What follows belongs to an exercise in optimizing a design on an open flow for small area, a short achievable clock period and few clock cycles per item; a production flow would make more cautious choices.
RTL that was checked went through simulation tests only; none was proved equivalent to the original.
The RTL of runs 3 to 5 was laid out without a check of its function.
Power and IR drop assume default switching activity.

==> design.v <==
module booth_controller(
    input clk,
    input rst,
    input [1:0] mode,
    input start,
    input [15:0] M,
    input [15:0] Q,
    output [31:0] result,
    output done
);
  reg [15:0] Ar;
  reg [15:0] Qr;
  reg [15:0] Mr;
  reg        m0, m1, m2;    
  reg        busy;
  reg [2:0]  cnt;
  always @(posedge clk) begin
    Mr <= M;
    m2 <= mode[1];
    m1 <= ~mode[1] & mode[0];
    m0 <= ~mode[1] & ~mode[0];
  end
  wire [3:0] lb = {m2, ~m0, m2, 1'b1};
  wire [15:0] As = Ar;
  wire [15:0] Qs = Qr;
  wire [1:0]  md = {m2, m1};
  function [5:0] enc;       
    input [4:0] x;          
    enc = {x[1] ^ x[0], (x[2] & ~x[1] & ~x[0]) | (~x[2] & x[1] & x[0]), x[2],
           x[3] ^ x[2], (x[4] & ~x[3] & ~x[2]) | (~x[4] & x[3] & x[2]), x[4]};
  endfunction
  wire [4:0] ld0 = {Q[3:0], 1'b0};
  wire [4:0] ld1 = {Q[7:4], 1'b0};
  wire [4:0] ld2 = {Q[11:8], 1'b0};
  wire [4:0] ld3 = {Q[15:12], 1'b0};
  wire [4:0] ls1 = mode[1] ? ld1 : ld0;
  wire [4:0] ls2 = (mode == 2'b00) ? ld0 : ld2;
  wire [4:0] ls3 = mode[1] ? ld3 : mode[0] ? ld2 : ld0;
  wire [4:0] nx0 = {Qr[7:4], Qr[3]};
  wire [4:0] nx1 = {Qr[15:12], Qr[11]};
  wire [4:0] nx2 = m0 ? nx0 : nx1;
  reg [5:0] dg [0:3];
  always @(posedge clk) begin
    dg[0] <= enc(busy ? nx0 : ld0);
    dg[1] <= enc(busy ? nx0 : ls1);
    dg[2] <= enc(busy ? nx2 : ls2);
    dg[3] <= enc(busy ? nx2 : ls3);
  end
  wire [3:0] a_one, a_two, a_neg, b_one, b_two, b_neg;
  genvar b, j;
  generate
    for (b = 0; b < 4; b = b + 1) begin : g_dig
      assign {a_one[b], a_two[b], a_neg[b], b_one[b], b_two[b], b_neg[b]} = dg[b];
    end
  endgenerate
  function [23:0] add24;
    input [23:0] a, b;
    reg [23:0] p, g, c;
    integer i, k;
    begin
      p = a ^ b;
      g = a & b;
      for (i = 1; i <= 5; i = i + 1)
        for (k = (1 << i) - 1; k < 24; k = k + (1 << i)) begin
          g[k] = g[k] | (p[k] & g[k - (1 << (i - 1))]);
          p[k] = p[k] & p[k - (1 << (i - 1))];
        end
      for (i = 5; i > 0; i = i - 1)
        for (k = (1 << i) + (1 << (i - 1)) - 1; k < 24; k = k + (1 << i)) begin
          g[k] = g[k] | (p[k] & g[k - (1 << (i - 1))]);
          p[k] = p[k] & p[k - (1 << (i - 1))];
        end
      c = {g[22:0], 1'b0};
      add24 = a ^ b ^ c;
    end
  endfunction
  wire [15:0] Mp = {Mr[14:12], Mr[11] & ~lb[3], Mr[10:8], Mr[7] & ~lb[2],
                    Mr[6:4], Mr[3] & ~lb[1], Mr[2:0], 1'b0};
  wire [15:0] P0, P1, R1, X, C, V;
  generate
    for (j = 0; j < 16; j = j + 1) begin : g_col
      localparam integer B = j / 4, R = j % 4;
      assign P0[j] = ((a_one[B] & Mr[j]) | (a_two[B] & Mp[j])) ^ a_neg[B];
      assign P1[j] = ((b_one[B] & Mr[j]) | (b_two[B] & Mp[j])) ^ b_neg[B];
      if (j == 0) begin : g_r0
        assign R1[j] = a_neg[0];
        assign V[j]  = b_neg[0];
      end else if (j == 1) begin : g_r1
        assign R1[j] = b_neg[0];
        assign V[j]  = C[j-1];
      end else if (R == 0) begin : g_l0
        assign R1[j] = lb[B] ? a_neg[B] : P1[j-2];
        assign V[j]  = lb[B] ? b_neg[B] : C[j-1];
      end else if (R == 1) begin : g_l1
        assign R1[j] = lb[B] ? b_neg[B] : P1[j-2];
        assign V[j]  = C[j-1];
      end else begin : g_in
        assign R1[j] = P1[j-2];
        assign V[j]  = C[j-1];
      end
      assign X[j] = As[j] ^ P0[j] ^ R1[j];
      assign C[j] = (As[j] & P0[j]) | (As[j] & R1[j]) | (P0[j] & R1[j]);
    end
  endgenerate
  wire [3:0] xe [0:3];
  wire [3:0] ye [0:3];
  generate
    for (b = 0; b < 4; b = b + 1) begin : g_ext
      wire as = (b == 0 || b == 2) ? 1'b0 : As[4*b+3];
      wire s0 = ((a_one[b] | a_two[b]) & Mr[4*b+3]) ^ a_neg[b];
      wire s1 = ((b_one[b] | b_two[b]) & Mr[4*b+3]) ^ b_neg[b];
      wire e0 = P1[4*b+2], e1 = P1[4*b+3];
      wire x2 = as ^ s0 ^ s1;
      wire c2 = (as & s0) | (as & s1) | (s0 & s1);
      assign xe[b] = {x2, x2, as ^ s0 ^ e1, as ^ s0 ^ e0};
      assign ye[b] = {c2, (as & s0) | (as & e1) | (s0 & e1),
                      (as & s0) | (as & e0) | (s0 & e0), C[4*b+3]};
    end
  endgenerate
  wire [3:0] gu = ~lb | b_neg;
  wire [3:0] gv = lb & b_neg;
  wire [23:0] U = {xe[3], X[15:12], gu[3], X[11:8], gu[2], X[7:4], gu[1], X[3:0], gu[0]};
  wire [23:0] W = {ye[3], V[15:12], gv[3], V[11:8], gv[2], V[7:4], gv[1], V[3:0], gv[0]};
  wire [23:0] T = add24(U, W);
  wire [15:0] S = {T[19:16], T[14:11], T[9:6], T[4:1]};
  wire [2:0]  co = {T[15], T[10], T[5]};    
  wire [3:0] E [0:3];
  assign E[3] = T[23:20];
  generate
    for (b = 0; b < 3; b = b + 1) begin : g_ecpa
      wire [3:0] e0 = xe[b] + ye[b];
      wire [3:0] e1 = xe[b] + ye[b] + 4'd1;
      assign E[b] = co[b] ? e1 : e0;
    end
  endgenerate
  wire [15:0] An = {E[3],
                    m2 ? E[2] : S[15:12],
                    m0 ? S[11:8] : E[1],
                    m2 ? E[0] : S[7:4]};
  wire [15:0] Qn = {m2 ? S[15:12] : m1 ? S[11:8] : S[3:0],
                    m2 ? S[11:8] : Qs[15:12],
                    m2 ? S[7:4] : m1 ? S[3:0] : Qs[11:8],
                    m2 ? S[3:0] : Qs[7:4]};
  always @(posedge clk) begin
    Ar <= busy ? An : 16'd0;
    Qr <= busy ? Qn : Q;
  end
  wire last = (cnt == 3'd0);
  always @(posedge clk) begin
    if (rst) busy <= 1'b0;
    else if (busy) busy <= ~last;
    else busy <= start;
    if (busy) cnt <= cnt - 3'd1;
    else cnt <= mode[1] ? 3'd1 : mode[0] ? 3'd2 : 3'd4;
  end
  assign result = m2 ? {Ar[15:12], Qr[15:12], Ar[11:8], Qr[11:8], Ar[7:4], Qr[7:4], Ar[3:0], Qr[3:0]} :
                  m1 ? {Ar[15:8], Qr[15:8], Ar[7:0], Qr[7:0]} :
                       {Ar, Qr};
  assign done = busy & last;
endmodule
==> flow/run.sh <==
#!/bin/bash
# The standard layout, with the smallest buffer on every input and output
# port instead of the delay buffer that buffer_ports picks by default.
set -euo pipefail
export BUFFER_PORTS_ARGS="-buffer_cell sky130_fd_sc_hd__buf_1"
bash standard.sh > standard.log 2>&1
==> standard.sh <==
#!/bin/bash
# synth_recipe.tcl (not shown) runs the flow's synth.tcl, then flattens the netlist and writes it again
# the make line also repeats each setting of config.mk as NAME=value (left out here)
make -C /OpenROAD-flow-scripts/flow DESIGN_CONFIG=/design/flow/config.mk WORK_HOME=/design/flow/orfs CLKGATE_MAP_FILE= SYNTH_SCRIPT=/design/flow/synth_recipe.tcl "${@:-finish}"
==> config.mk <==
export PLATFORM = sky130hd
export DESIGN_NAME = booth_controller
export DESIGN_NICKNAME = booth_controller
export VERILOG_FILES = /design/flow/design.v
export SDC_FILE = /design/flow/constraint.sdc
export NUM_CORES = 4
export LEC_CHECK = 0
export CAP_MARGIN = 20
export CORE_MARGIN = 2
export CORE_UTILIZATION = 40
export SLEW_MARGIN = 20
==> constraint.sdc <==
create_clock -name core_clock -period 11.0 [get_ports {clk}]
set_input_delay 2.2000 -clock core_clock [delete_from_list [all_inputs] [get_ports {clk}]]
set_output_delay 2.2000 -clock core_clock [all_outputs]
set_load 0.01 [all_outputs]
==> flow_summary.html, run 1 <==
<table>
<tr><th>Metric</th><th>Value</th></tr>
<tr><th colspan="2">Finish</th></tr>
<tr><td>Total non-filler cell area in the finished layout</td><td>6693 um2</td></tr>
<tr><td>Final-stage net count</td><td>839</td></tr>
<tr><td>Final core utilization</td><td>0.4570</td></tr>
<tr><td>Multi-input gate area in the final layout</td><td>4083 um2</td></tr>
<tr><td>Share of final-layout standard cells stronger than drive strength 1</td><td>0.06540</td></tr>
<tr><td>Register Area</td><td>1584 um2</td></tr>
<tr><td>Layout filler cell count</td><td>1,470</td></tr>
<tr><td>Antenna Diode Count</td><td>0</td></tr>
<tr><td>Area added between synthesis and finish</td><td>10.70%</td></tr>
<tr><th colspan="2">Worst setup path</th></tr>
<tr><td>Worst setup path class</td><td>flop to flop</td></tr>
<tr><td>Crit path max-delay family</td><td>adder cells</td></tr>
<tr><td>Crit-path max FO</td><td>70</td></tr>
<tr><td>Worst-path cell with the longest stage delay</td><td>buf_4</td></tr>
<tr><td>Critical path data required time</td><td>11,260 ps</td></tr>
<tr><td>Arrival time at the worst endpoint</td><td>5310 ps</td></tr>
<tr><td>Worst reg-to-reg setup slack</td><td>5950 ps</td></tr>
<tr><td>Reg2reg path depth</td><td>19</td></tr>
<tr><td>Origin of the critical flop-to-flop path</td><td>m2$_DFF_P_</td></tr>
<tr><td>Crit path capture type</td><td>flop</td></tr>
<tr><td>Worst Setup Start Kind</td><td>flop</td></tr>
<tr><td>Endpoint of the most critical register-to-register path</td><td>Ar[11]$_SDFF_PN0_</td></tr>
<tr><td>Most common cell on crit path</td><td>fa_1</td></tr>
<tr><td>Critical Path Max Stage Delay</td><td>550 ps</td></tr>
<tr><td>Critical path buffer and inverter count</td><td>3</td></tr>
<tr><td>Cell chain of the critical path</td><td>buf_4 &gt; clkinv_2 &gt; mux2i_1 &gt; fa_1 &gt; inv_1 &gt; ha_1 &gt; a21oi_1 &gt; o21ai_1 &gt; nor2_1 &gt; a21oi_2 &gt; nand3_1 &gt; nand2_1 &gt; fa_1 &gt; xnor2_1 &gt; a21o_1 &gt; o211ai_1 &gt; a221oi_1 &gt; xor2_1 &gt; o211a_1</td></tr>
<tr><th colspan="2">Routing</th></tr>
<tr><td>Vias</td><td>4,990</td></tr>
<tr><td>Routed wire per std cell</td><td>17.51 um</td></tr>
<tr><td>Wirelength, routed</td><td>16,080 um</td></tr>
<tr><td>Number of DRC markers after the initial detailed-route iteration</td><td>275</td></tr>
<tr><td>Per-cell via count in the routed design</td><td>5.436</td></tr>
<tr><td>First drt pass iteration count</td><td>7</td></tr>
<tr><td>DRC viols</td><td>0</td></tr>
<tr><td>Antenna Nets Post-Route</td><td>0</td></tr>
<tr><th colspan="2">Synthesis</th></tr>
<tr><td>Number of synthesized flops with an enable pin</td><td>0</td></tr>
<tr><td>Flops &amp; latches, synth</td><td>79</td></tr>
<tr><td>Most frequent cell after synthesis</td><td>dfxtp_1</td></tr>
<tr><td>Fraction of the yosys area taken by sequential cells</td><td>0.2616</td></tr>
<tr><td>Top cells by count, synth</td><td>79 x dfxtp_1, 62 x nand2_1, 56 x xnor2_1</td></tr>
<tr><td>Syn_area_per_cell</td><td>8.800 um2</td></tr>
<tr><td>Post-synth cell types</td><td>51</td></tr>
<tr><td>Cells after synthesis</td><td>687</td></tr>
<tr><td>Leading area contributor after synthesis</td><td>dfxtp_1</td></tr>
<tr><td>Ranking of synthesized cells by area</td><td>dfxtp_1 26%, fa_1 11%, ha_1 8.3%, xnor2_1 8.1%, mux2i_1 5.0%</td></tr>
<tr><td>Post-synthesis instance area</td><td>6046 um2</td></tr>
<tr><td>Area share of the leading cell type in the synthesized netlist</td><td>0.2616</td></tr>
<tr><td>Number of warning messages in the yosys log</td><td>2</td></tr>
<tr><td>Number of nets produced by synthesis</td><td>797</td></tr>
<tr><td>Leading register cell type out of synthesis</td><td>dfxtp_1</td></tr>
<tr><td>Ys async rst share</td><td>0</td></tr>
<tr><th colspan="2">Floorplanning</th></tr>
<tr><td>Overall die height</td><td>126.9 um</td></tr>
<tr><td>Overall die area</td><td>16,110 um2</td></tr>
<tr><td>Starting density of the core</td><td>0.4129</td></tr>
<tr><td>FP Rows</td><td>44</td></tr>
<tr><td>Floorplan die width</td><td>126.9 um</td></tr>
<tr><td>Area of the core</td><td>14,640 um2</td></tr>
<tr><td>Top-Level Pins</td><td>70</td></tr>
<tr><th colspan="2">Placement</th></tr>
<tr><td>Worst slack at placement</td><td>6041 ps</td></tr>
<tr><td>IO buf count</td><td>69</td></tr>
<tr><td>Cell Area, Placed</td><td>6364 um2</td></tr>
<tr><td>Placed wire-length estimate after detailed placement</td><td>12,400 um</td></tr>
<tr><td>Final Wtd Congestion</td><td>0.8943</td></tr>
<tr><th colspan="2">Timing</th></tr>
<tr><td>Final hold vios</td><td>0</td></tr>
<tr><td>Final setup violation count</td><td>0</td></tr>
<tr><td>Worst path setup slack after routing</td><td>5945 ps</td></tr>
<tr><td>Final worst path period need</td><td>5055 ps</td></tr>
<tr><td>Tightest Pin Transition</td><td>970.9 ps</td></tr>
<tr><td>Setup TNS</td><td>0 ps</td></tr>
<tr><td>Highest attainable clock frequency</td><td>197.8 MHz</td></tr>
<tr><td>Worst relative slew slack</td><td>0.3503</td></tr>
<tr><td>Worst Skew</td><td>9.358 ps</td></tr>
<tr><td>Max Slew Vio Count</td><td>0</td></tr>
<tr><td>Final worst path period share</td><td>0.4595</td></tr>
<tr><td>Setup repair after global routing missed its margin</td><td>no</td></tr>
<tr><th colspan="2">Pwr</th></tr>
<tr><td>Total power draw</td><td>2.573 mW</td></tr>
<tr><td>Switching power total</td><td>1.239 mW</td></tr>
<tr><td>Sw Ratio</td><td>0.4814</td></tr>
<tr><td>Clock network fraction of design power</td><td>0.133</td></tr>
<tr><td>P per Cell Area</td><td>384.5 nW/um2</td></tr>
<tr><td>Internal</td><td>1.334 mW</td></tr>
<tr><td>Logic gate share of total power</td><td>0.685</td></tr>
<tr><td>Worst vdd ir</td><td>0.2325 mV</td></tr>
<tr><td>Static leakage</td><td>2.786 nW</td></tr>
<tr><td>Proportion of power drawn by flip-flops and latches</td><td>0.182</td></tr>
<tr><th colspan="2">Outcome</th></tr>
<tr><td>Status</td><td>finished clean</td></tr>
<tr><th colspan="2">Worst hold path</th></tr>
<tr><td>Hold Crit Start</td><td>cnt[0]$_DFF_P_</td></tr>
<tr><td>Worst min-delay path endpoint</td><td>cnt[0]$_DFF_P_</td></tr>
<tr><td>Min-Delay Path Class</td><td>flop to flop</td></tr>
<tr><td>Worst hold stages</td><td>1</td></tr>
<tr><th colspan="2">Global route</th></tr>
<tr><td>Remaining Overflow, GRT</td><td>0</td></tr>
<tr><td>Global-route wire length before repair</td><td>25,920 um</td></tr>
<tr><td>Initial antenna violation count</td><td>0</td></tr>
<tr><td>GRT Resource Usage Total</td><td>0.2065</td></tr>
<tr><td>Via count of the first global-routing pass</td><td>5,062</td></tr>
<tr><td>Largest net degree at the start of global routing</td><td>71</td></tr>
<tr><th colspan="2">Clock tree</th></tr>
<tr><td>Buffers from clock root to sink, at most</td><td>2</td></tr>
<tr><td>CTS Hold Bufs</td><td>0</td></tr>
<tr><td>Cell at the root of the clock tree</td><td>clkbuf_16</td></tr>
<tr><td>CTS tree</td><td>built</td></tr>
<tr><td>Latest clock arrival within the worst-skew pair</td><td>360 ps</td></tr>
<tr><td>Post-CTS clock slew at the launch and capture registers of the worst setup and hold paths</td><td>70 ps</td></tr>
<tr><td>Number of gates given a new drive strength after cts</td><td>0</td></tr>
<tr><td>Sink Count</td><td>79</td></tr>
<tr><td>Post-CTS Setup Bufs</td><td>0</td></tr>
<tr><td>Maximum level of the CTS H-tree</td><td>3</td></tr>
<tr><td>Num CTS Buffers</td><td>9</td></tr>
<tr><th colspan="2">Job</th></tr>
<tr><td>Max-cap check violation count</td><td>0</td></tr>
</table>
==> power groups by stage <==
stage | logic [mW] | registers [mW] | clock network, mW
after floorplan | 1.38 | 0.421 | 0
after global placement | 1.70 | 0.473 | 0
after detailed placement | 1.75 | 0.475 | 0
after CTS | 1.77 | 0.469 | 0.347
after global routing | 2.00 | 0.482 | 0.357
final | 1.76 | 0.469 | 0.341
==> how the worst max path moves through the flow <==
stage                     cells past startpoint       start           endpoint  slack, ps
final                                        19  m2$_DFF_P_  Ar[11]$_SDFF_PN0_       5950
after global routing                         19  m2$_DFF_P_  Ar[11]$_SDFF_PN0_       5530
after CTS                                    19  m2$_DFF_P_  Ar[11]$_SDFF_PN0_       6020
after detailed placement                     19  m2$_DFF_P_  Ar[11]$_SDFF_PN0_       6040
after global placement                       19  m2$_DFF_P_  Ar[11]$_SDFF_PN0_       6180
after floorplan                              18  m0$_DFF_P_  Ar[11]$_SDFF_PN0_       6780
==> layer usage <==
metal / share of wire / wire length (um) / global-route usage / up-vias
met5: 0 / 0 / 0 / -
met4: 0.032 / 511 / 0.09114 / 0
met3: 0.037 / 590 / 0.03965 / 29
met2: 0.50 / 7992 / 0.3555 / 127
met1: 0.43 / 6982 / 0.2509 / 2398
li1: - / - / - / 2436
==> per-stage QoR <==
stage / hold slack [ps] / cells
6_report: 434.3 / 918
4_1_cts: 437.5 / 918
3_3_place_gp: 422.5 / 902
2_1_floorplan: 410.5 / 687
5_1_grt: 469.4 / 918
3_5_place_dp: 427.9 / 902
==> sequential cells by signal (all words and copies together), names as in the netlist <==
name  count
Ar       16
m0        1
Qr       16
cnt       3
Mr       16
m1        1
m2        1
dg       24
busy      1
==> final cells by class <==
type	count	share of cell area
timing repair buffer	72	0.04206
clock inverter	7	0.01552
tap	184	0.03440
inverter	49	0.02767
multi-input combinational	518	0.6100
clock buffer	9	0.03365
sequential	79	0.2367
==> kinds of logic after synthesis <==
family | share of synthesized area
adders and majority gates | 0.1921
and+or+nand+nor | 0.1103
muxes | 0.08692
AOI/OAI and AO/OA | 0.1774
xor gates and xnor gates | 0.1087
DFF | 0.2616
buffers and inverters | 0.06312
==> layout by cell type, fill, tap and decap left out, drive strengths merged, types with 2 or more instances in the layout <==
master | Yosys | routed
and2 | 4 | 4
nor2b | 11 | 11
ha | 40 | 40
clkinvlp | 0 | 2
a22oi | 29 | 29
nand3b | 3 | 3
o31ai | 2 | 2
nand2b | 3 | 3
dfxtp | 79 | 79
a32oi | 3 | 3
xor2 | 19 | 19
buf | 21 | 72
mux2i | 30 | 30
mux2 | 20 | 20
o21ai | 54 | 54
a221oi | 2 | 2
a211oi | 16 | 16
bufinv | 0 | 2
nor2 | 46 | 46
xnor2 | 56 | 56
clkbuf | 20 | 9
a21oi | 43 | 43
nand2 | 62 | 62
o211a | 3 | 3
nand4 | 5 | 5
fa | 33 | 33
inv | 48 | 51
nor3 | 4 | 4
a21o | 7 | 7
nand3 | 8 | 8
Testbench counts, summed over its fixed seeds: cycles 17,319, items 4,000.
==> run 2: changes to the inputs <==
--- a/config.mk
+++ b/config.mk
@@ -5,7 +5,8 @@
 export SDC_FILE = /design/flow/constraint.sdc
 export NUM_CORES = 4
 export LEC_CHECK = 0
-export CAP_MARGIN = 20
+export CAP_MARGIN = 60
 export CORE_MARGIN = 2
 export CORE_UTILIZATION = 40
-export SLEW_MARGIN = 20
+export SETUP_SLACK_MARGIN = 5
+export SLEW_MARGIN = 60
==> flow_summary.html, run 2 <==
<table>
<tr><th>Metric</th><th>Value</th></tr>
<tr><th colspan="2">Placement</th></tr>
<tr><td>Placed wire-length estimate after detailed placement</td><td>12,430 um (+0.24%)</td></tr>
<tr><td>Final Wtd Congestion</td><td>0.8943 (unchanged)</td></tr>
<tr><td>Number of placed instances with taps included</td><td>902 (unchanged)</td></tr>
<tr><td>IO buf count</td><td>69 (unchanged)</td></tr>
<tr><td>Cell Area, Placed</td><td>6372 um2 (+0.14%)</td></tr>
<tr><th colspan="2">Timing</th></tr>
<tr><td>Tightest Pin Transition</td><td>533.8 ps (-437.1 ps)</td></tr>
<tr><td>Setup TNS</td><td>0 ps (unchanged)</td></tr>
<tr><td>Final worst path period need</td><td>4813 ps (-241.9 ps)</td></tr>
<tr><td>Setup repair after global routing missed its margin</td><td>no</td></tr>
<tr><td>Final worst path period share</td><td>0.4375 (-0.02199)</td></tr>
<tr><td>Worst relative slew slack</td><td>0.6436 (+0.2933)</td></tr>
<tr><td>Max Slew Vio Count</td><td>0 (unchanged)</td></tr>
<tr><td>Highest attainable clock frequency</td><td>207.8 MHz (+5.0%)</td></tr>
<tr><td>Final hold vios</td><td>0 (unchanged)</td></tr>
<tr><td>Worst Skew</td><td>9.058 ps (-0.2995 ps)</td></tr>
<tr><td>Final setup violation count</td><td>0 (unchanged)</td></tr>
<tr><th colspan="2">Outcome</th></tr>
<tr><td>Status</td><td>finished clean</td></tr>
<tr><th colspan="2">Worst hold path</th></tr>
<tr><td>Hold Crit Start</td><td>cnt[0]$_DFF_P_</td></tr>
<tr><td>Min-Delay Path Class</td><td>flop to flop</td></tr>
<tr><td>Worst hold stages</td><td>1 (unchanged)</td></tr>
<tr><th colspan="2">Clock tree</th></tr>
<tr><td>Cell at the root of the clock tree</td><td>clkbuf_16</td></tr>
<tr><td>CTS tree</td><td>built</td></tr>
<tr><td>Post-CTS clock slew at the launch and capture registers of the worst setup and hold paths</td><td>70 ps (about the same)</td></tr>
<tr><td>Latest clock arrival within the worst-skew pair</td><td>350 ps (about the same)</td></tr>
<tr><td>CTS Hold Bufs</td><td>0 (unchanged)</td></tr>
<tr><td>Maximum level of the CTS H-tree</td><td>3 (unchanged)</td></tr>
<tr><td>Buffers from clock root to sink, at most</td><td>2 (unchanged)</td></tr>
<tr><td>Num CTS Buffers</td><td>9 (unchanged)</td></tr>
<tr><td>Post-CTS Setup Bufs</td><td>0 (unchanged)</td></tr>
<tr><td>Sink Count</td><td>79 (unchanged)</td></tr>
<tr><td>Number of gates given a new drive strength after cts</td><td>0 (unchanged)</td></tr>
<tr><th colspan="2">Finish</th></tr>
<tr><td>Final core utilization</td><td>0.4574 (about the same)</td></tr>
<tr><td>Share of final-layout standard cells stronger than drive strength 1</td><td>0.07084 (+0.005450)</td></tr>
<tr><td>Final-stage net count</td><td>839 (unchanged)</td></tr>
<tr><td>Antenna Diode Count</td><td>0 (unchanged)</td></tr>
<tr><td>Largest Register</td><td>dg</td></tr>
<tr><td>Most frequent standard cell in the layout excluding fill and tap cells</td><td>dfxtp_1</td></tr>
<tr><td>Leading cell types in the layout, fill and taps excluded</td><td>76 x dfxtp_1, 68 x buf_1, 62 x nand2_1</td></tr>
<tr><td>Flip-flop count of the largest register, all copies and words added</td><td>24 (unchanged)</td></tr>
<tr><td>Total non-filler cell area in the finished layout</td><td>6698 um2 (about the same)</td></tr>
<tr><td>Area added between synthesis and finish</td><td>10.78% (about the same)</td></tr>
<tr><td>Non-Filler Instances</td><td>918 (unchanged)</td></tr>
<tr><th colspan="2">Worst setup path</th></tr>
<tr><td>Origin of the critical flop-to-flop path</td><td>m2$_DFF_P_</td></tr>
<tr><td>Cell chain of the critical path</td><td>buf_6 &gt; clkinv_2 &gt; mux2i_1 &gt; fa_1 &gt; inv_1 &gt; ha_1 &gt; a21oi_1 &gt; o21ai_1 &gt; nor2_1 &gt; a21oi_2 &gt; nand3_1 &gt; nand2_1 &gt; fa_1 &gt; xnor2_1 &gt; a21o_1 &gt; o211ai_1 &gt; a221oi_1 &gt; xor2_1 &gt; o211a_1</td></tr>
<tr><td>Critical Path Start</td><td>m2$_DFF_P_</td></tr>
<tr><td>Worst Setup Start Kind</td><td>flop</td></tr>
<tr><td>Arrival time at the worst endpoint</td><td>5060 ps (-250 ps)</td></tr>
<tr><td>Crit-path max FO</td><td>70 (unchanged)</td></tr>
<tr><td>Worst setup path class</td><td>flop to flop</td></tr>
<tr><td>Crit path capture type</td><td>flop</td></tr>
<tr><td>Worst reg-to-reg setup slack</td><td>6190 ps (+240 ps)</td></tr>
<tr><td>Critical Path Max Stage Delay</td><td>500 ps (-50 ps)</td></tr>
<tr><td>Most common cell on crit path</td><td>fa_1</td></tr>
<tr><td>Reg2reg path depth</td><td>19 (unchanged)</td></tr>
<tr><td>Worst-path cell with the longest stage delay</td><td>fa_1</td></tr>
<tr><td>Critical path data required time</td><td>11,250 ps (about the same)</td></tr>
<tr><th colspan="2">Synthesis</th></tr>
<tr><td>Number of warning messages in the yosys log</td><td>2 (unchanged)</td></tr>
<tr><td>Top cells by count, synth</td><td>79 x dfxtp_1, 62 x nand2_1, 56 x xnor2_1</td></tr>
<tr><td>Cells after synthesis</td><td>687 (unchanged)</td></tr>
<tr><td>Ys async rst share</td><td>0 (unchanged)</td></tr>
<tr><td>Syn_area_per_cell</td><td>8.800 um2 (unchanged)</td></tr>
<tr><td>Number of synthesized flops with an enable pin</td><td>0 (unchanged)</td></tr>
<tr><td>Flops &amp; latches, synth</td><td>79 (unchanged)</td></tr>
<tr><td>Most frequent cell after synthesis</td><td>dfxtp_1</td></tr>
<tr><td>Fraction of the yosys area taken by sequential cells</td><td>0.2616 (unchanged)</td></tr>
<tr><td>Ranking of synthesized cells by area</td><td>dfxtp_1 26%, fa_1 11%, ha_1 8.3%, xnor2_1 8.1%, mux2i_1 5.0%</td></tr>
<tr><td>Post-synthesis instance area</td><td>6046 um2 (unchanged)</td></tr>
<tr><td>Leading register cell type out of synthesis</td><td>dfxtp_1</td></tr>
<tr><td>Post-synth cell types</td><td>51 (unchanged)</td></tr>
<tr><td>Number of nets produced by synthesis</td><td>797 (unchanged)</td></tr>
<tr><td>Area share of the leading cell type in the synthesized netlist</td><td>0.2616 (unchanged)</td></tr>
<tr><td>Leading area contributor after synthesis</td><td>dfxtp_1</td></tr>
<tr><th colspan="2">Routing</th></tr>
<tr><td>Per-cell via count in the routed design</td><td>5.418 (-0.32%)</td></tr>
<tr><td>Routed wire per std cell</td><td>17.45 um (-0.35%)</td></tr>
<tr><td>First drt pass iteration count</td><td>5 (-2)</td></tr>
<tr><td>Vias</td><td>4,974 (-0.32%)</td></tr>
<tr><td>M1 WL</td><td>6854 um (-1.8%)</td></tr>
<tr><td>DRC viols</td><td>0 (unchanged)</td></tr>
<tr><td>Number of DRC markers after the initial detailed-route iteration</td><td>273 (-0.73%)</td></tr>
<tr><td>Wirelength, routed</td><td>16,020 um (-0.35%)</td></tr>
<tr><td>Met2 wire length</td><td>7856 um (-1.7%)</td></tr>
<tr><td>Antenna Nets Post-Route</td><td>0 (unchanged)</td></tr>
<tr><td>Top layer used by detailed routing</td><td>met4</td></tr>
<tr><td>Detail Route met3 WL</td><td>733 um (+24%)</td></tr>
<tr><th colspan="2">Global route</th></tr>
<tr><td>GRT Resource Usage Total</td><td>0.2068 (+0.0003782)</td></tr>
<tr><td>Via count of the first global-routing pass</td><td>5,124 (+1.2%)</td></tr>
<tr><td>Largest net degree at the start of global routing</td><td>71 (unchanged)</td></tr>
<tr><td>Initial antenna violation count</td><td>0 (unchanged)</td></tr>
<tr><td>Global-route wire length before repair</td><td>25,850 um (-0.24%)</td></tr>
<tr><td>Remaining Overflow, GRT</td><td>0 (unchanged)</td></tr>
<tr><th colspan="2">Floorplanning</th></tr>
<tr><td>Overall die height</td><td>126.9 um (unchanged)</td></tr>
<tr><td>Area of the core</td><td>14,640 um2 (unchanged)</td></tr>
<tr><td>Starting density of the core</td><td>0.4129 (unchanged)</td></tr>
<tr><td>Overall die area</td><td>16,110 um2 (unchanged)</td></tr>
<tr><td>FP Rows</td><td>44 (unchanged)</td></tr>
<tr><td>Floorplan die width</td><td>126.9 um (unchanged)</td></tr>
<tr><td>Top-Level Pins</td><td>70 (unchanged)</td></tr>
<tr><th colspan="2">Pwr</th></tr>
<tr><td>Worst vdd ir</td><td>0.2290 mV (-1.5%)</td></tr>
<tr><td>Total power draw</td><td>2.552 mW (-0.81%)</td></tr>
<tr><td>Static leakage</td><td>2.789 nW (+0.13%)</td></tr>
<tr><td>P per Cell Area</td><td>381.1 nW/um2 (-0.88%)</td></tr>
<tr><th colspan="2">Job</th></tr>
<tr><td>Max-cap check violation count</td><td>0 (unchanged)</td></tr>
</table>
==> run 2: critical path, delay by kind of cell, from the launching register on <==
kind | cells | cell delay, ps
DFF | 1 | 320
xor gates and xnor gates | 2 | 450
buffers and inverters | 3 | 860
muxes | 1 | 220
AOI/OAI and AO/OA | 7 | 1190
adders and majority gates | 3 | 1310
and+or+nand+nor | 3 | 340
==> run 2: worst paths after layout <==
check                            to
setup / recovery  Ar[11]$_SDFF_PN0_
hold / removal       cnt[0]$_DFF_P_
setup reg to reg  Ar[11]$_SDFF_PN0_
hold reg to reg      cnt[0]$_DFF_P_
==> run 2: kinds of logic after synthesis <==
kind of cell,share of synthesized area
simple gates,0.1103
xor+xnor,0.1087
buf+inv,0.06312
flops,0.2616
compound gates,0.1774
mux,0.08692
fa+ha+maj,0.1921
==> run 2: through the flow <==
stage	setup slack (ps)	hold slack, ps
detailed placement	6230	428.4
global placement	6175	422.5
global route	5760	469.2
CTS	6214	437.7
floorplan	6784	410.5
finish	6187	433.5
==> run 2: report_power, final <==
part	switching, mW	internal, mW
sequential	0.107	0.362
combinational	0.992	0.770
clock	0.131	0.190
total	1.23	1.32
==> run 2: layout make-up <==
type	count	area, um2
clock inverter	5	63.81
multi-input combinational	518	4090
sequential	79	1585
fill	1479	7946
inverter	49	185.2
timing repair buffer	72	290.3
tap	184	230.2
clock buffer	11	252.7
==> run 2: per-layer routing <==
metal | vias up | track usage
met3 | 38 | 0.04302
met1 | 2354 | 0.2466
met5 | - | 0
met2 | 135 | 0.3583
li1 | 2447 | -
met4 | 0 | 0.09373
==> run 3: changes to the inputs <==
--- a/design.v
+++ b/design.v
@@ -11,19 +11,24 @@
   reg [15:0] Ar;
   reg [15:0] Qr;
   reg [15:0] Mr;
-  reg        m0, m1, m2;    
+  reg        m0;            
+  reg        lb1, lb2, lb3, w2, w1, o2, o1;
   reg        busy;
   reg [2:0]  cnt;
   always @(posedge clk) begin
     Mr <= M;
-    m2 <= mode[1];
-    m1 <= ~mode[1] & mode[0];
     m0 <= ~mode[1] & ~mode[0];
+    lb1 <= mode[1];
+    lb2 <= mode[1] | mode[0];
+    lb3 <= mode[1] & ~mode[0];
+    w2 <= mode[1] & ~rst;
+    w1 <= mode[0] & ~mode[1] & ~rst;
+    o2 <= mode[1] & ~mode[0] & ~rst;
+    o1 <= mode[0] & ~rst;
   end
-  wire [3:0] lb = {m2, ~m0, m2, 1'b1};
+  wire [3:0] lb = {lb3, lb2, lb1, 1'b1};
   wire [15:0] As = Ar;
   wire [15:0] Qs = Qr;
-  wire [1:0]  md = {m2, m1};
   function [5:0] enc;       
     input [4:0] x;          
     enc = {x[1] ^ x[0], (x[2] & ~x[1] & ~x[0]) | (~x[2] & x[1] & x[0]), x[2],
@@ -134,13 +139,13 @@
     end
   endgenerate
   wire [15:0] An = {E[3],
-                    m2 ? E[2] : S[15:12],
+                    w2 ? E[2] : S[15:12],
                     m0 ? S[11:8] : E[1],
-                    m2 ? E[0] : S[7:4]};
-  wire [15:0] Qn = {m2 ? S[15:12] : m1 ? S[11:8] : S[3:0],
-                    m2 ? S[11:8] : Qs[15:12],
-                    m2 ? S[7:4] : m1 ? S[3:0] : Qs[11:8],
-                    m2 ? S[3:0] : Qs[7:4]};
+                    w2 ? E[0] : S[7:4]};
+  wire [15:0] Qn = {w2 ? S[15:12] : w1 ? S[11:8] : S[3:0],
+                    w2 ? S[11:8] : Qs[15:12],
+                    w2 ? S[7:4] : w1 ? S[3:0] : Qs[11:8],
+                    w2 ? S[3:0] : Qs[7:4]};
   always @(posedge clk) begin
     Ar <= busy ? An : 16'd0;
     Qr <= busy ? Qn : Q;
@@ -153,8 +158,8 @@
     if (busy) cnt <= cnt - 3'd1;
     else cnt <= mode[1] ? 3'd1 : mode[0] ? 3'd2 : 3'd4;
   end
-  assign result = m2 ? {Ar[15:12], Qr[15:12], Ar[11:8], Qr[11:8], Ar[7:4], Qr[7:4], Ar[3:0], Qr[3:0]} :
-                  m1 ? {Ar[15:8], Qr[15:8], Ar[7:0], Qr[7:0]} :
+  assign result = o2 ? {Ar[15:12], Qr[15:12], Ar[11:8], Qr[11:8], Ar[7:4], Qr[7:4], Ar[3:0], Qr[3:0]} :
+                  o1 ? {Ar[15:8], Qr[15:8], Ar[7:0], Qr[7:0]} :
                        {Ar, Qr};
   assign done = busy & last;
 endmodule
==> flow_summary.html, run 3 <==
<table>
<tr><th>Metric</th><th>Value</th></tr>
<tr><th colspan="2">Finish</th></tr>
<tr><td>Share of final-layout standard cells stronger than drive strength 1</td><td>0.08043 (+0.009584)</td></tr>
<tr><td>Non-Filler Instances</td><td>934 (+1.7%)</td></tr>
<tr><td>Largest Register</td><td>dg</td></tr>
<tr><td>Antenna Diode Count</td><td>0 (unchanged)</td></tr>
<tr><td>Most frequent standard cell in the layout excluding fill and tap cells</td><td>dfxtp_1</td></tr>
<tr><td>Area added between synthesis and finish</td><td>9.749%</td></tr>
<tr><td>Final-stage net count</td><td>851 (+1.4%)</td></tr>
<tr><td>Leading cell types in the layout, fill and taps excluded</td><td>82 x dfxtp_1, 69 x buf_1, 66 x nand2_1</td></tr>
<tr><td>Flip-flop count of the largest register, all copies and words added</td><td>24 (unchanged)</td></tr>
<tr><th colspan="2">Clock tree</th></tr>
<tr><td>Buffers from clock root to sink, at most</td><td>2 (unchanged)</td></tr>
<tr><td>Sink Count</td><td>84 (+6.3%)</td></tr>
<tr><td>Num CTS Buffers</td><td>9 (unchanged)</td></tr>
<tr><td>Post-CTS Setup Bufs</td><td>0 (unchanged)</td></tr>
<tr><td>CTS Hold Bufs</td><td>0 (unchanged)</td></tr>
<tr><td>Number of gates given a new drive strength after cts</td><td>0 (unchanged)</td></tr>
<tr><td>Maximum level of the CTS H-tree</td><td>3 (unchanged)</td></tr>
<tr><td>Post-CTS clock slew at the launch and capture registers of the worst setup and hold paths</td><td>70 ps (about the same)</td></tr>
<tr><td>Cell at the root of the clock tree</td><td>clkbuf_16</td></tr>
<tr><td>Latest clock arrival within the worst-skew pair</td><td>360 ps (about the same)</td></tr>
<tr><td>CTS tree</td><td>built</td></tr>
<tr><th colspan="2">Worst setup path</th></tr>
<tr><td>Arrival time at the worst endpoint</td><td>4860 ps (-200 ps)</td></tr>
<tr><td>Worst setup path class</td><td>flop to flop</td></tr>
<tr><td>Critical path data required time</td><td>11,250 ps (about the same)</td></tr>
<tr><td>Crit path capture type</td><td>flop</td></tr>
<tr><td>Crit-path max FO</td><td>8 (-89%)</td></tr>
<tr><td>Critical Path Max Stage Delay</td><td>580 ps (+80 ps)</td></tr>
<tr><td>Crit path max-delay family</td><td>adder cells</td></tr>
<tr><td>Cell chain of the critical path</td><td>and2b_2 &gt; a22oi_1 &gt; xor2_1 &gt; fa_1 &gt; inv_1 &gt; ha_1 &gt; nand3b_1 &gt; a211o_1 &gt; and3_2 &gt; o21ai_0 &gt; a31o_2 &gt; fa_1 &gt; xnor2_1 &gt; nor4b_2 &gt; xnor2_1 &gt; xnor2_1 &gt; o211a_1</td></tr>
<tr><td>Most common cell on crit path</td><td>xnor2_1</td></tr>
<tr><td>Worst-path cell with the longest stage delay</td><td>fa_1</td></tr>
<tr><td>Critical path buffer and inverter count</td><td>1 (-2)</td></tr>
<tr><td>Worst Setup Start Kind</td><td>flop</td></tr>
<tr><th colspan="2">Synthesis</th></tr>
<tr><td>Fraction of the yosys area taken by sequential cells</td><td>0.2702 (+0.008561)</td></tr>
<tr><td>Post-synth cell types</td><td>64 (+25%)</td></tr>
<tr><td>Area share of the leading cell type in the synthesized netlist</td><td>0.2702 (+0.008561)</td></tr>
<tr><td>Number of synthesized flops with an enable pin</td><td>0 (unchanged)</td></tr>
<tr><td>Syn_area_per_cell</td><td>8.918 um2 (+1.3%)</td></tr>
<tr><td>Ys async rst share</td><td>0 (unchanged)</td></tr>
<tr><td>Most frequent cell after synthesis</td><td>dfxtp_1</td></tr>
<tr><td>Cells after synthesis</td><td>698 (+1.6%)</td></tr>
<tr><td>Ranking of synthesized cells by area</td><td>dfxtp_1 27%, fa_1 11%, ha_1 8.0%, xnor2_1 7.5%, mux2i_1 4.0%</td></tr>
<tr><td>Number of warning messages in the yosys log</td><td>2 (unchanged)</td></tr>
<tr><td>Flops &amp; latches, synth</td><td>84 (+6.3%)</td></tr>
<tr><td>Top cells by count, synth</td><td>84 x dfxtp_1, 66 x nand2_1, 53 x xnor2_1</td></tr>
<tr><td>Post-synthesis instance area</td><td>6225 um2 (+3.0%)</td></tr>
<tr><td>Leading area contributor after synthesis</td><td>dfxtp_1</td></tr>
<tr><td>Number of nets produced by synthesis</td><td>808 (+1.4%)</td></tr>
<tr><td>Leading register cell type out of synthesis</td><td>dfxtp_1</td></tr>
<tr><th colspan="2">Placement</th></tr>
<tr><td>Placed wire-length estimate after detailed placement</td><td>13,080 um (+5.3%)</td></tr>
<tr><td>Final Wtd Congestion</td><td>0.9355 (+4.6%)</td></tr>
<tr><td>Number of placed instances with taps included</td><td>918 (+1.8%)</td></tr>
<tr><td>IO buf count</td><td>69 (unchanged)</td></tr>
<tr><th colspan="2">Routing</th></tr>
<tr><td>Vias</td><td>5,062 (+1.8%)</td></tr>
<tr><td>Per-cell via count in the routed design</td><td>5.420 (about the same)</td></tr>
<tr><td>First drt pass iteration count</td><td>5 (unchanged)</td></tr>
<tr><td>Routed wire per std cell</td><td>17.82 um (+2.1%)</td></tr>
<tr><td>Antenna Nets Post-Route</td><td>0 (unchanged)</td></tr>
<tr><td>DRC viols</td><td>0 (unchanged)</td></tr>
<tr><td>Number of DRC markers after the initial detailed-route iteration</td><td>461 (+69%)</td></tr>
<tr><td>Wirelength, routed</td><td>16,650 um (+3.9%)</td></tr>
<tr><th colspan="2">Timing</th></tr>
<tr><td>Worst relative slew slack</td><td>0.6245 (-0.01915)</td></tr>
<tr><td>Final hold vios</td><td>0 (unchanged)</td></tr>
<tr><td>Setup TNS</td><td>0 ps (unchanged)</td></tr>
<tr><td>Final worst path period share</td><td>0.4190 (-0.01857)</td></tr>
<tr><td>Worst Skew</td><td>8.567 ps (-0.4916 ps)</td></tr>
<tr><td>Setup repair after global routing missed its margin</td><td>no</td></tr>
<tr><td>Highest attainable clock frequency</td><td>217.0 MHz (+4.4%)</td></tr>
<tr><td>Final worst path period need</td><td>4609 ps (-204.3 ps)</td></tr>
<tr><td>Final setup violation count</td><td>0 (unchanged)</td></tr>
<tr><td>Tightest Pin Transition</td><td>562.5 ps (+28.69 ps)</td></tr>
<tr><td>Max Slew Vio Count</td><td>0 (unchanged)</td></tr>
<tr><th colspan="2">Floorplanning</th></tr>
<tr><td>Area of the core</td><td>15,200 um2 (+3.8%)</td></tr>
<tr><td>Overall die height</td><td>128.7 um (+1.4%)</td></tr>
<tr><td>Floorplan die width</td><td>128.7 um (+1.4%)</td></tr>
<tr><td>FP Rows</td><td>45 (+2.3%)</td></tr>
<tr><td>Overall die area</td><td>16,580 um2 (+2.9%)</td></tr>
<tr><td>Starting density of the core</td><td>0.4095 (-0.003385)</td></tr>
<tr><td>Top-Level Pins</td><td>70 (unchanged)</td></tr>
<tr><th colspan="2">Global route</th></tr>
<tr><td>Global-route wire length before repair</td><td>27,010 um (+4.5%)</td></tr>
<tr><td>Remaining Overflow, GRT</td><td>0 (unchanged)</td></tr>
<tr><td>Largest net degree at the start of global routing</td><td>51 (-28%)</td></tr>
<tr><td>Initial antenna violation count</td><td>0 (unchanged)</td></tr>
<tr><td>GRT Resource Usage Total</td><td>0.2112 (+0.004366)</td></tr>
<tr><td>Via count of the first global-routing pass</td><td>5,108 (-0.31%)</td></tr>
<tr><th colspan="2">Worst hold path</th></tr>
<tr><td>Min-Delay Path Class</td><td>flop to flop</td></tr>
<tr><th colspan="2">Pwr</th></tr>
<tr><td>Worst vdd ir</td><td>0.1575 mV (-31%)</td></tr>
<tr><td>P per Cell Area</td><td>347.9 nW/um2 (-8.7%)</td></tr>
<tr><td>Total power draw</td><td>2.377 mW (-6.9%)</td></tr>
<tr><td>Static leakage</td><td>2.863 nW (+2.6%)</td></tr>
<tr><th colspan="2">Outcome</th></tr>
<tr><td>Status</td><td>finished clean</td></tr>
<tr><th colspan="2">Job</th></tr>
<tr><td>Max-cap check violation count</td><td>0 (unchanged)</td></tr>
</table>
-- run 3: cell count changes after synthesis, moves of 4 or more --
cell,delta
dfxtp_1,+5
mux2i_1,-5
nand4_1,-5
mux2_2,-4
nand2_1,+4
o211ai_1,+4
o21ai_0,-4
-- run 3: worst paths after layout --
kind	slack, ps	start	to	cells past startpoint
max	6390	lb1$_DFF_P_	Ar[11]$_SDFF_PN0_	17
min	560	cnt[0]$_DFF_P_	cnt[0]$_DFF_P_	2
max reg2reg	6390	lb1$_DFF_P_	Ar[11]$_SDFF_PN0_	17
min reg2reg	560	cnt[0]$_DFF_P_	cnt[0]$_DFF_P_	2
-- run 3: through the flow --
step	cell area, um2	utilization	worst slack, ps	hold WS (ps)
floorplan	6225	-	6827	510.4
global placement	6536	0.4300	6545	534.6
detailed placement	6540	0.4302	6433	548.8
CTS	6825	0.4490	6399	564.2
global route	6832	0.4494	6050	588.8
finish	6832	0.4494	6391	560.1
-- run 3: cell type report --
class                   instances  area, um2
multi-input cells             523       4146
fillers                      1538       8371
flip-flops and latches         84       1684
clock inverters                 6      46.29
clock buffers                  10      239.0
repair buffers                 74      296.5
well taps                     188      235.2
inverters                      49      183.9
-- run 3: cell families (layout without fill, tap and decap cells) --
| kind of cell | count (synthesis) | after routing | share of synthesized area |
|---|---|---|---|
| adder cells (fa/ha/maj) | 73 | 73 | 0.1865 |
| XOR/XNOR | 72 | 72 | 0.1013 |
| flip-flops | 84 | 84 | 0.2702 |
| AO/OA/AOI/OAI | 175 | 175 | 0.1863 |
| buffers and inverters | 91 | 139 | 0.06492 |
| multiplexers | 42 | 42 | 0.07156 |
| AND/OR/NAND/NOR | 161 | 161 | 0.1192 |
-- run 3: routing by layer --
metal / vias to the layer above / global-route usage / share of wire
met5: - / 0 / 0
met4: 0 / 0.06266 / 0.017
met3: 20 / 0.04699 / 0.063
met2: 150 / 0.3249 / 0.45
met1: 2417 / 0.2974 / 0.47
li1: 2475 / - / -
-- run 3: tightest hold or removal path: stages, from the launching register on --
cell and delay, ps:
dfxtp_1 300, inv_1 90, mux2_2 150
-- run 3: power by group --
part / internal, mW / switching, mW
Clock: 0.162 / 0.139
Sequential: 0.370 / 0.104
Combinational: 0.696 / 0.906
Total: 1.23 / 1.15
==> run 4: changes to the inputs <==
--- a/design.v
+++ b/design.v
@@ -58,25 +58,25 @@
       assign {a_one[b], a_two[b], a_neg[b], b_one[b], b_two[b], b_neg[b]} = dg[b];
     end
   endgenerate
-  function [23:0] add24;
-    input [23:0] a, b;
-    reg [23:0] p, g, c;
+  function [35:0] add36;
+    input [35:0] a, b;
+    reg [35:0] p, g, c;
     integer i, k;
     begin
       p = a ^ b;
       g = a & b;
-      for (i = 1; i <= 5; i = i + 1)
-        for (k = (1 << i) - 1; k < 24; k = k + (1 << i)) begin
+      for (i = 1; i <= 6; i = i + 1)
+        for (k = (1 << i) - 1; k < 36; k = k + (1 << i)) begin
           g[k] = g[k] | (p[k] & g[k - (1 << (i - 1))]);
           p[k] = p[k] & p[k - (1 << (i - 1))];
         end
-      for (i = 5; i > 0; i = i - 1)
-        for (k = (1 << i) + (1 << (i - 1)) - 1; k < 24; k = k + (1 << i)) begin
+      for (i = 6; i > 0; i = i - 1)
+        for (k = (1 << i) + (1 << (i - 1)) - 1; k < 36; k = k + (1 << i)) begin
           g[k] = g[k] | (p[k] & g[k - (1 << (i - 1))]);
           p[k] = p[k] & p[k - (1 << (i - 1))];
         end
-      c = {g[22:0], 1'b0};
-      add24 = a ^ b ^ c;
+      c = {g[34:0], 1'b0};
+      add36 = a ^ b ^ c;
     end
   endfunction
   wire [15:0] Mp = {Mr[14:12], Mr[11] & ~lb[3], Mr[10:8], Mr[7] & ~lb[2],
@@ -124,20 +124,26 @@
   endgenerate
   wire [3:0] gu = ~lb | b_neg;
   wire [3:0] gv = lb & b_neg;
-  wire [23:0] U = {xe[3], X[15:12], gu[3], X[11:8], gu[2], X[7:4], gu[1], X[3:0], gu[0]};
-  wire [23:0] W = {ye[3], V[15:12], gv[3], V[11:8], gv[2], V[7:4], gv[1], V[3:0], gv[0]};
-  wire [23:0] T = add24(U, W);
-  wire [15:0] S = {T[19:16], T[14:11], T[9:6], T[4:1]};
-  wire [2:0]  co = {T[15], T[10], T[5]};    
-  wire [3:0] E [0:3];
-  assign E[3] = T[23:20];
+  wire [3:0] lt = {1'b1, lb[3:1]};
+  wire [3:0] ue [0:3];
+  wire [3:0] we [0:3];
   generate
-    for (b = 0; b < 3; b = b + 1) begin : g_ecpa
-      wire [3:0] e0 = xe[b] + ye[b];
-      wire [3:0] e1 = xe[b] + ye[b] + 4'd1;
-      assign E[b] = co[b] ? e1 : e0;
+    for (b = 0; b < 4; b = b + 1) begin : g_eop
+      assign ue[b] = lt[b] ? xe[b] : 4'b1111;
+      assign we[b] = lt[b] ? ye[b] : 4'b0000;
     end
   endgenerate
+  wire [35:0] U = {ue[3], X[15:12], gu[3], ue[2], X[11:8], gu[2],
+                   ue[1], X[7:4], gu[1], ue[0], X[3:0], gu[0]};
+  wire [35:0] W = {we[3], V[15:12], gv[3], we[2], V[11:8], gv[2],
+                   we[1], V[7:4], gv[1], we[0], V[3:0], gv[0]};
+  wire [35:0] T = add36(U, W);
+  wire [15:0] S = {T[31:28], T[22:19], T[13:10], T[4:1]};
+  wire [3:0] E [0:3];
+  assign E[0] = T[8:5];
+  assign E[1] = T[17:14];
+  assign E[2] = T[26:23];
+  assign E[3] = T[35:32];
   wire [15:0] An = {E[3],
                     w2 ? E[2] : S[15:12],
                     m0 ? S[11:8] : E[1],
==> flow_summary.html, run 4 <==
<table>
<tr><th>Metric</th><th>Value</th></tr>
<tr><th colspan="2">Pwr</th></tr>
<tr><td>Total power draw</td><td>2.209 mW (-7.1%)</td></tr>
<tr><td>Worst vdd ir</td><td>0.1149 mV (-27%)</td></tr>
<tr><td>Clock network fraction of design power</td><td>0.141 (+0.014)</td></tr>
<tr><td>Proportion of power drawn by flip-flops and latches</td><td>0.214 (+0.015)</td></tr>
<tr><td>Static leakage</td><td>2.849 nW (-0.48%)</td></tr>
<tr><td>Sw Ratio</td><td>0.4660 (-0.01757)</td></tr>
<tr><td>Internal</td><td>1.180 mW (-3.9%)</td></tr>
<tr><td>Switching power total</td><td>1.029 mW (-10%)</td></tr>
<tr><td>P per Cell Area</td><td>324.8 nW/um2 (-6.7%)</td></tr>
<tr><td>Logic gate share of total power</td><td>0.646 (-0.028)</td></tr>
<tr><th colspan="2">Floorplanning</th></tr>
<tr><td>Overall die area</td><td>16,420 um2 (-0.95%)</td></tr>
<tr><td>FP Rows</td><td>45 (unchanged)</td></tr>
<tr><td>Starting density of the core</td><td>0.4069 (-0.002526)</td></tr>
<tr><td>Top-Level Pins</td><td>70 (unchanged)</td></tr>
<tr><td>Floorplan die width</td><td>128.1 um (-0.48%)</td></tr>
<tr><td>Overall die height</td><td>128.1 um (-0.48%)</td></tr>
<tr><td>Area of the core</td><td>15,150 um2 (-0.37%)</td></tr>
<tr><th colspan="2">Routing</th></tr>
<tr><td>Number of DRC markers after the initial detailed-route iteration</td><td>342 (-26%)</td></tr>
<tr><td>Per-cell via count in the routed design</td><td>5.409 (-0.20%)</td></tr>
<tr><td>First drt pass iteration count</td><td>4 (-1)</td></tr>
<tr><td>Antenna Nets Post-Route</td><td>0 (unchanged)</td></tr>
<tr><td>Routed wire per std cell</td><td>17.22 um (-3.4%)</td></tr>
<tr><td>DRC viols</td><td>0 (unchanged)</td></tr>
<tr><td>Wirelength, routed</td><td>16,310 um (-2.0%)</td></tr>
<tr><td>Vias</td><td>5,122 (+1.2%)</td></tr>
<tr><th colspan="2">Placement</th></tr>
<tr><td>Final Wtd Congestion</td><td>0.8855 (-5.3%)</td></tr>
<tr><td>Worst slack at placement</td><td>6466 ps (+33.40 ps)</td></tr>
<tr><td>Placed wire-length estimate after detailed placement</td><td>12,940 um (-1.1%)</td></tr>
<tr><td>Cell Area, Placed</td><td>6499 um2 (-0.63%)</td></tr>
<tr><td>IO buf count</td><td>69 (unchanged)</td></tr>
<tr><td>Number of placed instances with taps included</td><td>933 (+1.6%)</td></tr>
<tr><th colspan="2">Timing</th></tr>
<tr><td>Worst path setup slack after routing</td><td>6426 ps (+34.82 ps)</td></tr>
<tr><td>Final worst path period need</td><td>4574 ps (-34.82 ps)</td></tr>
<tr><td>Tightest Pin Transition</td><td>560.2 ps (-2.266 ps)</td></tr>
<tr><td>Setup repair after global routing missed its margin</td><td>no</td></tr>
<tr><td>Final setup violation count</td><td>0 (unchanged)</td></tr>
<tr><td>Setup TNS</td><td>0 ps (unchanged)</td></tr>
<tr><td>WHS</td><td>553.7 ps (-6.409 ps)</td></tr>
<tr><td>Final worst path period share</td><td>0.4158 (-0.003165)</td></tr>
<tr><td>Worst relative slew slack</td><td>0.6240 (about the same)</td></tr>
<tr><td>Worst Skew</td><td>9.716 ps (+1.149 ps)</td></tr>
<tr><td>Highest attainable clock frequency</td><td>218.6 MHz (+0.76%)</td></tr>
<tr><td>Final hold vios</td><td>0 (unchanged)</td></tr>
<tr><td>Max Slew Vio Count</td><td>0 (unchanged)</td></tr>
<tr><th colspan="2">Clock tree</th></tr>
<tr><td>Number of gates given a new drive strength after cts</td><td>0 (unchanged)</td></tr>
<tr><td>Latest clock arrival within the worst-skew pair</td><td>350 ps (about the same)</td></tr>
<tr><td>Maximum level of the CTS H-tree</td><td>3 (unchanged)</td></tr>
<tr><td>Post-CTS clock slew at the launch and capture registers of the worst setup and hold paths</td><td>70 ps (about the same)</td></tr>
<tr><td>Sink Count</td><td>84 (unchanged)</td></tr>
<tr><td>CTS tree</td><td>built</td></tr>
<tr><td>Cell at the root of the clock tree</td><td>clkbuf_16</td></tr>
<tr><td>Num CTS Buffers</td><td>9 (unchanged)</td></tr>
<tr><td>Post-CTS Setup Bufs</td><td>0 (unchanged)</td></tr>
<tr><td>Buffers from clock root to sink, at most</td><td>2 (unchanged)</td></tr>
<tr><td>CTS Hold Bufs</td><td>0 (unchanged)</td></tr>
<tr><th colspan="2">Finish</th></tr>
<tr><td>Final-stage net count</td><td>865 (+1.6%)</td></tr>
<tr><td>Non-Filler Instances</td><td>947 (+1.4%)</td></tr>
<tr><td>Leading cell types in the layout, fill and taps excluded</td><td>81 x dfxtp_1, 79 x nand2_1, 69 x buf_1</td></tr>
<tr><td>Share of final-layout standard cells stronger than drive strength 1</td><td>0.06061 (-0.01982)</td></tr>
<tr><td>Antenna Diode Count</td><td>0 (unchanged)</td></tr>
<tr><td>Final core utilization</td><td>0.4491 (about the same)</td></tr>
<tr><td>Layout filler cell count</td><td>1,506 (-2.1%)</td></tr>
<tr><td>Most frequent standard cell in the layout excluding fill and tap cells</td><td>dfxtp_1</td></tr>
<tr><td>Area added between synthesis and finish</td><td>10.35%</td></tr>
<tr><td>Total non-filler cell area in the finished layout</td><td>6802 um2 (-0.44%)</td></tr>
<tr><td>Flip-flop count of the largest register, all copies and words added</td><td>24 (unchanged)</td></tr>
<tr><td>Largest Register</td><td>dg</td></tr>
<tr><th colspan="2">Outcome</th></tr>
<tr><td>Status</td><td>finished clean</td></tr>
<tr><th colspan="2">Worst hold path</th></tr>
<tr><td>Min-Delay Path Class</td><td>flop to flop</td></tr>
<tr><th colspan="2">Synthesis</th></tr>
<tr><td>Number of synthesized flops with an enable pin</td><td>0 (unchanged)</td></tr>
<tr><td>Post-synth cell types</td><td>49 (-23%)</td></tr>
<tr><td>Leading register cell type out of synthesis</td><td>dfxtp_1</td></tr>
<tr><td>Number of nets produced by synthesis</td><td>823 (+1.9%)</td></tr>
<tr><td>Most frequent cell after synthesis</td><td>dfxtp_1</td></tr>
<tr><td>Flops &amp; latches, synth</td><td>84 (unchanged)</td></tr>
<tr><td>Syn_area_per_cell</td><td>8.632 um2 (-3.2%)</td></tr>
<tr><td>Cells after synthesis</td><td>714 (+2.3%)</td></tr>
<tr><td>Top cells by count, synth</td><td>84 x dfxtp_1, 79 x nand2_1, 56 x nor2_1</td></tr>
<tr><td>Number of warning messages in the yosys log</td><td>2 (unchanged)</td></tr>
<tr><td>Post-synthesis instance area</td><td>6163 um2 (-0.98%)</td></tr>
<tr><td>Leading area contributor after synthesis</td><td>dfxtp_1</td></tr>
<tr><td>Ranking of synthesized cells by area</td><td>dfxtp_1 27%, fa_1 11%, ha_1 7.7%, xnor2_1 6.7%, nand2_1 4.8%</td></tr>
<tr><td>Area share of the leading cell type in the synthesized netlist</td><td>0.2728 (+0.002687)</td></tr>
<tr><td>Fraction of the yosys area taken by sequential cells</td><td>0.2728 (+0.002687)</td></tr>
<tr><td>Ys async rst share</td><td>0 (unchanged)</td></tr>
<tr><th colspan="2">Global route</th></tr>
<tr><td>Largest net degree at the start of global routing</td><td>46 (-9.8%)</td></tr>
<tr><td>GRT Resource Usage Total</td><td>0.2065 (-0.004717)</td></tr>
<tr><td>Global-route wire length before repair</td><td>26,210 um (-2.9%)</td></tr>
<tr><td>Initial antenna violation count</td><td>1 (+1)</td></tr>
<tr><td>Remaining Overflow, GRT</td><td>0 (unchanged)</td></tr>
<tr><td>Via count of the first global-routing pass</td><td>5,048 (-1.2%)</td></tr>
<tr><th colspan="2">Worst setup path</th></tr>
<tr><td>Arrival time at the worst endpoint</td><td>4820 ps (-40 ps)</td></tr>
<tr><td>Worst Setup Start Kind</td><td>flop</td></tr>
<tr><td>Critical path data required time</td><td>11,250 ps (about the same)</td></tr>
<tr><td>Crit-path max FO</td><td>7 (-1)</td></tr>
<tr><td>Crit path capture type</td><td>flop</td></tr>
<tr><td>Worst setup path class</td><td>flop to flop</td></tr>
<tr><th colspan="2">Job</th></tr>
<tr><td>Max-cap check violation count</td><td>0 (unchanged)</td></tr>
</table>
## run 4: cell types whose count changed after synthesis, sizes merged, moves of 4 or more
cell    previous run  this run
nand2             66        80
buf               24        16
nand2b             4        11
nor2              49        56
nand3             11         7
inv               49        37
nand4              0         4
nor2b             10        16
xnor2             53        47
clkbuf            18        27
## run 4: area by class of cell
type	instances	area, um2	area share
timing repair buffer	74	296.5	0.04360
clock inverter	3	47.55	0.006990
inverter	38	142.6	0.02097
multi-input combinational	549	4151	0.6104
clock buffer	11	242.7	0.03569
sequential	84	1685	0.2478
tap	188	235.2	0.03458
## run 4: critical path, stage by stage, from the launching register on
cell and delay, ps:
dfxtp_1 410, o21ai_0 140, xnor2_1 260, inv_1 130, fa_1 510, nand2_1 110
ha_1 360, a21oi_1 140, o21ai_1 170, a21o_1 240, a221o_1 310, a2111o_1 420
a31o_2 260, fa_1 430, xor2_1 180, nand2_1 70, o21ai_0 70, mux2_2 270
## run 4: logic make-up after synthesis
family / after synthesis / share of synthesized area
mux: 43 / 0.07328
buf+inv: 81 / 0.05562
compound gates: 170 / 0.1730
xor+xnor: 65 / 0.09237
simple gates: 199 / 0.1454
fa+ha+maj: 72 / 0.1876
flops: 84 / 0.2728
## run 4: power groups by stage
stage | clock network, mW | registers (mW) | logic (mW)
after floorplan | 0 | 0.423 | 1.10
after global placement | 0 | 0.475 | 1.36
after detailed placement | 0 | 0.478 | 1.40
after CTS | 0.315 | 0.471 | 1.42
after global routing | 0.326 | 0.482 | 1.61
final | 0.310 | 0.472 | 1.43
## run 4: per-layer routing
metal  vias to the layer above  GRT usage  part of all wire
li1                       2512          -                 -
met1                      2448     0.2950              0.48
met2                       146     0.3209              0.45
met3                        16    0.02838             0.053
met4                         0    0.07046             0.017
met5                         -          0                 0
## run 4: final timing paths
| check | depth (start not counted) | end | from | slack, ps |
|---|---|---|---|---|
| setup / recovery | 17 | Qr[15]$_DFF_P_ | Mr[7]$_DFF_P_ | 6430 |
| hold / removal | 2 | cnt[0]$_DFF_P_ | cnt[0]$_DFF_P_ | 550 |
| setup reg to reg | 17 | Qr[15]$_DFF_P_ | Mr[7]$_DFF_P_ | 6430 |
| hold reg to reg | 2 | cnt[0]$_DFF_P_ | cnt[0]$_DFF_P_ | 550 |
==> run 5: changes to the inputs <==
--- a/config.mk
+++ b/config.mk
@@ -8,5 +8,6 @@
 export CAP_MARGIN = 60
 export CORE_MARGIN = 2
 export CORE_UTILIZATION = 40
+export CTS_BUF_LIST = sky130_fd_sc_hd__clkbuf_8
 export SETUP_SLACK_MARGIN = 5
 export SLEW_MARGIN = 60
==> flow_summary.html, run 5 <==
<table>
<tr><th>Metric</th><th>Value</th></tr>
<tr><th colspan="2">Job</th></tr>
<tr><td>Max-cap check violation count</td><td>0 (unchanged)</td></tr>
<tr><th colspan="2">Floorplanning</th></tr>
<tr><td>Overall die area</td><td>16,420 um2 (unchanged)</td></tr>
<tr><td>Starting density of the core</td><td>0.4069 (unchanged)</td></tr>
<tr><th colspan="2">Finish</th></tr>
<tr><td>Final-stage net count</td><td>865 (unchanged)</td></tr>
<tr><td>Flip-flop count of the largest register, all copies and words added</td><td>24 (unchanged)</td></tr>
<tr><td>Antenna Diode Count</td><td>0 (unchanged)</td></tr>
<tr><td>Most frequent standard cell in the layout excluding fill and tap cells</td><td>dfxtp_1</td></tr>
<tr><td>Share of final-layout standard cells stronger than drive strength 1</td><td>0.06061 (unchanged)</td></tr>
<tr><td>Leading cell types in the layout, fill and taps excluded</td><td>81 x dfxtp_1, 79 x nand2_1, 69 x buf_1</td></tr>
<tr><th colspan="2">Worst setup path</th></tr>
<tr><td>End of the critical path</td><td>Qr[15]$_DFF_P_</td></tr>
<tr><td>Arrival time at the worst endpoint</td><td>4840 ps (+20 ps)</td></tr>
<tr><td>Crit path capture type</td><td>flop</td></tr>
<tr><td>Crit-path max FO</td><td>7 (unchanged)</td></tr>
<tr><td>Origin of the critical flop-to-flop path</td><td>Mr[7]$_DFF_P_</td></tr>
<tr><td>Worst setup path class</td><td>flop to flop</td></tr>
<tr><td>Critical Path Start</td><td>Mr[7]$_DFF_P_</td></tr>
<tr><td>Worst reg-to-reg setup slack</td><td>6430 ps (about the same)</td></tr>
<tr><th colspan="2">Timing</th></tr>
<tr><td>Worst relative slew slack</td><td>0.6262 (+0.002159)</td></tr>
<tr><td>Highest attainable clock frequency</td><td>218.7 MHz (about the same)</td></tr>
<tr><td>Tightest Pin Transition</td><td>557.0 ps (-3.217 ps)</td></tr>
<tr><td>Max Slew Vio Count</td><td>0 (unchanged)</td></tr>
<tr><td>Worst Skew</td><td>13.24 ps (+3.521 ps)</td></tr>
<tr><td>Setup repair after global routing missed its margin</td><td>no</td></tr>
<tr><td>Setup TNS</td><td>0 ps (unchanged)</td></tr>
<tr><th colspan="2">Global route</th></tr>
<tr><td>Initial antenna violation count</td><td>1 (unchanged)</td></tr>
<tr><td>Busiest layer in global routing</td><td>met2</td></tr>
<tr><td>Global routing met1 resource utilization</td><td>0.2941 (-0.0008876)</td></tr>
<tr><td>Via count of the first global-routing pass</td><td>5,038 (-0.20%)</td></tr>
<tr><td>Global-route wire length before repair</td><td>26,140 um (-0.26%)</td></tr>
<tr><th colspan="2">Clock tree</th></tr>
<tr><td>Latest clock arrival within the worst-skew pair</td><td>370 ps (+20 ps)</td></tr>
<tr><td>Num CTS Buffers</td><td>9 (unchanged)</td></tr>
<tr><td>Buffers from clock root to sink, at most</td><td>2 (unchanged)</td></tr>
<tr><th colspan="2">Outcome</th></tr>
<tr><td>Status</td><td>finished clean</td></tr>
<tr><th colspan="2">Pwr</th></tr>
<tr><td>Worst vdd ir</td><td>0.1112 mV (-3.2%)</td></tr>
<tr><td>P per Cell Area</td><td>317.9 nW/um2 (-2.1%)</td></tr>
<tr><td>Internal</td><td>1.108 mW (-6.0%)</td></tr>
<tr><td>Logic gate share of total power</td><td>0.672 (+0.026)</td></tr>
<tr><th colspan="2">Synthesis</th></tr>
<tr><td>Flops &amp; latches, synth</td><td>84 (unchanged)</td></tr>
<tr><td>Number of synthesized flops with an enable pin</td><td>0 (unchanged)</td></tr>
<tr><td>Ranking of synthesized cells by area</td><td>dfxtp_1 27%, fa_1 11%, ha_1 7.7%, xnor2_1 6.7%, nand2_1 4.8%</td></tr>
<tr><td>Number of nets produced by synthesis</td><td>823 (unchanged)</td></tr>
<tr><td>Leading area contributor after synthesis</td><td>dfxtp_1</td></tr>
<tr><td>Top cells by count, synth</td><td>84 x dfxtp_1, 79 x nand2_1, 56 x nor2_1</td></tr>
<tr><td>Leading register cell type out of synthesis</td><td>dfxtp_1</td></tr>
<tr><th colspan="2">Placement</th></tr>
<tr><td>Final Wtd Congestion</td><td>0.8855 (unchanged)</td></tr>
<tr><th colspan="2">Worst hold path</th></tr>
<tr><td>Hold Crit Start</td><td>cnt[0]$_DFF_P_</td></tr>
<tr><td>Min-Delay Path Class</td><td>flop to flop</td></tr>
<tr><th colspan="2">Routing</th></tr>
<tr><td>Per-cell via count in the routed design</td><td>5.410 (about the same)</td></tr>
<tr><td>Routed wire per std cell</td><td>17.21 um (about the same)</td></tr>
</table>
-- run 5: cell counts after synthesis --
Identical to the previous run, type by type.
-- run 5: worst min-delay path by stage --
stage,endpoint,slack (ps),cells past startpoint
4_1_cts,cnt[0]$_DFF_P_,570,2
6_report,cnt[0]$_DFF_P_,560,2
3_5_place_dp,cnt[0]$_DFF_P_,550,2
5_1_grt,cnt[0]$_DFF_P_,620,2
3_3_place_gp,cnt[0]$_DFF_P_,530,2
2_1_floorplan,cnt[0]$_DFF_P_,510,2
-- run 5: kinds of logic after synthesis --
family	synth area share
AOI/OAI and AO/OA	0.1730
xor gates and xnor gates	0.09237
adders and majority gates	0.1876
buffers and inverters	0.05562
DFF	0.2728
muxes	0.07328
and+or+nand+nor	0.1454
-- run 5: area by class of cell --
cell class | instances | area, um2 | area share
sequential | 84 | 1685 | 0.2515
tap | 188 | 235.2 | 0.03511
clock buffer | 10 | 137.6 | 0.02054
inverter | 38 | 142.6 | 0.02129
timing repair buffer | 74 | 296.5 | 0.04426
multi-input combinational | 549 | 4151 | 0.6196
clock inverter | 4 | 51.30 | 0.007656
-- run 5: layer usage --
layer	up-vias	wire [um]
met4	0	206
met2	129	7310
li1	2512	-
met3	13	775
met1	2469	8008
met5	-	0
-- run 5: power by group through the flow --
stage	sequential, mW	clock, mW	combinational (mW)
2_1_floorplan	0.423	0	1.10
3_3_place_gp	0.475	0	1.36
3_5_place_dp	0.478	0	1.40
4_1_cts	0.471	0.233	1.42
5_1_grt	0.481	0.244	1.61
6_report	0.472	0.226	1.43
-- run 5: through the flow --
step	area, um2	hold slack, ps	std cells
floorplan	6163	514.3	714
global placement	6495	526.4	933
detailed placement	6499	546.9	933
CTS	6688	568.4	947
global route	6700	619.0	947
finish	6700	558.3	947
-- run 5: worst max-delay path: stages (launching register included) --
cell      delay, ps
dfxtp_1         420
o21ai_0         140
xnor2_1         260
inv_1           130
fa_1            510
nand2_1         110
ha_1            360
a21oi_1         140
o21ai_1         170
a21o_1          240
a221o_1         310
a2111o_1        420
a31o_2          260
fa_1            430
xor2_1          180
nand2_1          70
o21ai_0          70
mux2_2          270
